This design comes from an exercise in tuning for small area and a short achievable clock period on the open sky130 flow, not from production work. The RTL was checked by simulation tests, not by an equivalence proof against the original design. Power is estimated from default activity; no workload was simulated.

## pepper
// twist_mesh_top
module twist_mesh_top #(
     parameter N_p = 4
)(
     input  logic                clk_i
    ,input  logic                reset_i
    ,input  logic [N_p*8-1:0]    in_weight_i
    ,input  logic [N_p-1:0]      in_lock_i
    ,input  logic [N_p*8-1:0]    in_ifmap_i
    ,input  logic [N_p*32-1:0]   in_psum_i
    ,input  logic                in_propagate_i
    ,input  logic                in_valid_i
    ,input  logic                in_last_i
    ,output logic [N_p*32-1:0]   out_psum_o
    ,output logic                out_valid_o
    ,output logic                out_last_o
);
    TwistMesh #(.N_p(N_p)) u_mesh (
         .clk_i          (clk_i)
        ,.reset_i        (reset_i)
        ,.in_weight_i    (in_weight_i)
        ,.in_lock_i      (in_lock_i)
        ,.in_ifmap_i     (in_ifmap_i)
        ,.in_psum_i      (in_psum_i)
        ,.in_propagate_i (in_propagate_i)
        ,.in_valid_i     (in_valid_i)
        ,.in_last_i      (in_last_i)
        ,.out_psum_o     (out_psum_o)
        ,.out_valid_o    (out_valid_o)
        ,.out_last_o     (out_last_o)
    );
endmodule
For scale: ~7400 cells after synthesis, ~1000 flip-flops, ~330 I/O pins, ~71000 sq um of cells after synthesis.
clock: 11.0 ns
lec_check: 0
cap_margin: 20
core_margin: 2
core_utilization: 60
setup_slack_margin: 5
slew_margin: 20
run.sh (not shown) runs the stock make flow with config.mk's settings and CLKGATE_MAP_FILE= SYNTH_SCRIPT=/design/flow/synth_recipe.tcl, a recipe that flattens the netlist after the stock synthesis.
pepper: full flow OK, the timing, DRC and antenna checks passed
Here is what was changed in the inputs of garnet compared with pepper.
# pepper
export LEC_CHECK = 0
export CAP_MARGIN = 20
export CORE_MARGIN = 2
export CORE_UTILIZATION = 60
export SETUP_SLACK_MARGIN = 5
export SLEW_MARGIN = 20
create_clock -name core_clock -period 11.0 [get_ports {clk_i}]
# garnet
export LEC_CHECK = 0
export CAP_MARGIN = 20
export CORE_MARGIN = 2
export CORE_UTILIZATION = 60
export SETUP_SLACK_MARGIN = 5
export SLEW_MARGIN = 20
export TNS_END_PERCENT = 0
create_clock -name core_clock -period 11.0 [get_ports {clk_i}]
## What came out
From pepper to garnet the numbers moved as follows: count of clock buffers in the final design shrank by 5.1%; routed metal-1 wire length shrank by about 1.2%. Summary of garnet over pepper: number of tap instances flat, clock skew after layout flat, period utilization up 1.8 points, clock power flat, wire length down 3.4%. Delta (garnet minus pepper): via count lost about 2.2%, total power divided by cell area lost about 2%, clock latency on the worst-skew pair was more or less identical.
The following lists how violet was set up differently from garnet:
# garnet
export LEC_CHECK = 0
export CAP_MARGIN = 20
export CORE_MARGIN = 2
export CORE_UTILIZATION = 60
export SETUP_SLACK_MARGIN = 5
export SLEW_MARGIN = 20
export TNS_END_PERCENT = 0
create_clock -name core_clock -period 11.0 [get_ports {clk_i}]
# violet
export LEC_CHECK = 0
export CAP_MARGIN = 20
export CORE_MARGIN = 2
export CORE_UTILIZATION = 60
export SETUP_SLACK_MARGIN = 5
export SLEW_MARGIN = 20
export TNS_END_PERCENT = 30
create_clock -name core_clock -period 11.0 [get_ports {clk_i}]
Findings:
- Global-route usage over all layers, garnet and violet, lower one = garnet.
- violet does worse than garnet on overall power consumption.
- On relative contribution of combinational cells to total power, the higher figure sits with violet, not garnet.
- Cmp violet vs garnet: final worst-path cycle share lower in violet
- Across both runs, worst hold margin was lower for violet than for garnet.
- Total area of sequential cells: garnet and violet compared, lower one is garnet
- violet vs garnet: via total after detailed routing up slightly
- Relative to garnet, area overhead of the layout relative to synthesis increased by 1.2 points in violet.

========
== run 1 ==
Starting RTL as in the previous note.
==> flow/config.mk <==
export PLATFORM = sky130hd
export DESIGN_NAME = twist_mesh_top
export DESIGN_NICKNAME = twist_mesh_top
export VERILOG_FILES = /design/flow/design.v
export SDC_FILE = /design/flow/constraint.sdc
export NUM_CORES = 4
export LEC_CHECK = 0
export CAP_MARGIN = 20
export CORE_MARGIN = 2
export CORE_UTILIZATION = 40
export SETUP_SLACK_MARGIN = 3.5
export SLEW_MARGIN = 20
==> flow/constraint.sdc <==
create_clock -name core_clock -period 11.0 [get_ports {clk_i}]
set_input_delay 2.2000 -clock core_clock [delete_from_list [all_inputs] [get_ports {clk_i}]]
set_output_delay 2.2000 -clock core_clock [all_outputs]
set_load 0.01 [all_outputs]
Run 1 was carried through to the last stage, and its layout satisfied the timing, DRC and antenna checks.
Inputs modified between run 1 and run 2:
Settings: swapping 40 for 60 in CORE_UTILIZATION; swapping 20 for 10 in SLEW_MARGIN; swapping 20 for 10 in CAP_MARGIN; swapping 3.5 for 5 in SETUP_SLACK_MARGIN.
The count of clock-buffer cells in the layout reported for run 2 is smaller than that of run 1 by 3.4%.
[compare] base=run 1 new=run 2: final period demand of the worst path -1.05 ns, number of global-route vias before repair +1.8%.
Setup changes, run 2 to run 3
Settings: an added CTS_CLUSTER_DIAMETER of 50; an added CTS_CLUSTER_SIZE of 16; a change of CAP_MARGIN from 10 to 20; a change of SLEW_MARGIN from 10 to 20; an added CTS_BUF_LIST of sky130_fd_sc_hd__clkbuf_8.
--- outcome ---
Compared run 3 vs run 2, and relative contribution of the clock network to total power is down in run 3. Run 3 vs run 2 — final non-filler cell area dropped slightly. Run 3 does worse than run 2 on setup slack. Run 2 → run 3: number of stages on the worst setup path decreased 2; switching power increased 1.9%; storage element area essentially unchanged. Looking at antenna diode count, run 3 sits 4 lower than run 2 does. Of run 2 and run 3, the run reporting the lower met3 layer wire length in the routed design was run 3.

-- static timing again, ports no longer ideal --
The results above use ideal ports. As a check the final layouts listed here were re-extracted and re-timed, cells and wires unchanged.
Step 1 assumes that a clkbuf_16 drives the clock port and a buf_2 every other input.
Step 2, shift: input delay + t, output delay - t, t = (earliest + latest rising clock arrival at the registers) / 2. This alone moves slack from input paths to output paths.
Three values: no drivers, after step 1, after step 2; two values: the first two.
run | t, ns | slack for setup (ns) | worst data-port slew with drivers (ns) | cell pins on the clock port's net
pepper | 0.770 | 4.927 / 4.847 / 4.327 | 0.09 | 1
garnet | 0.775 | 4.725 / 4.645 / 4.246 | 0.10 | 1
violet | 0.766 | 4.823 / 4.739 / 4.334 | 0.25 | 1
run 1 | 0.799 | 3.821 / 3.745 / 3.129 | 0.20 | 1
run 2 | 0.770 | 4.875 / 4.793 / 4.187 | 0.11 | 1
run 3 | 0.900 | 4.793 / 4.717 / 4.309 | 0.11 | 1
After both steps setup and hold are still met in every run listed. For run 1, which loses most, drivers alone change the setup slack by -0.076 ns; drivers and shift together by -0.692 ns.
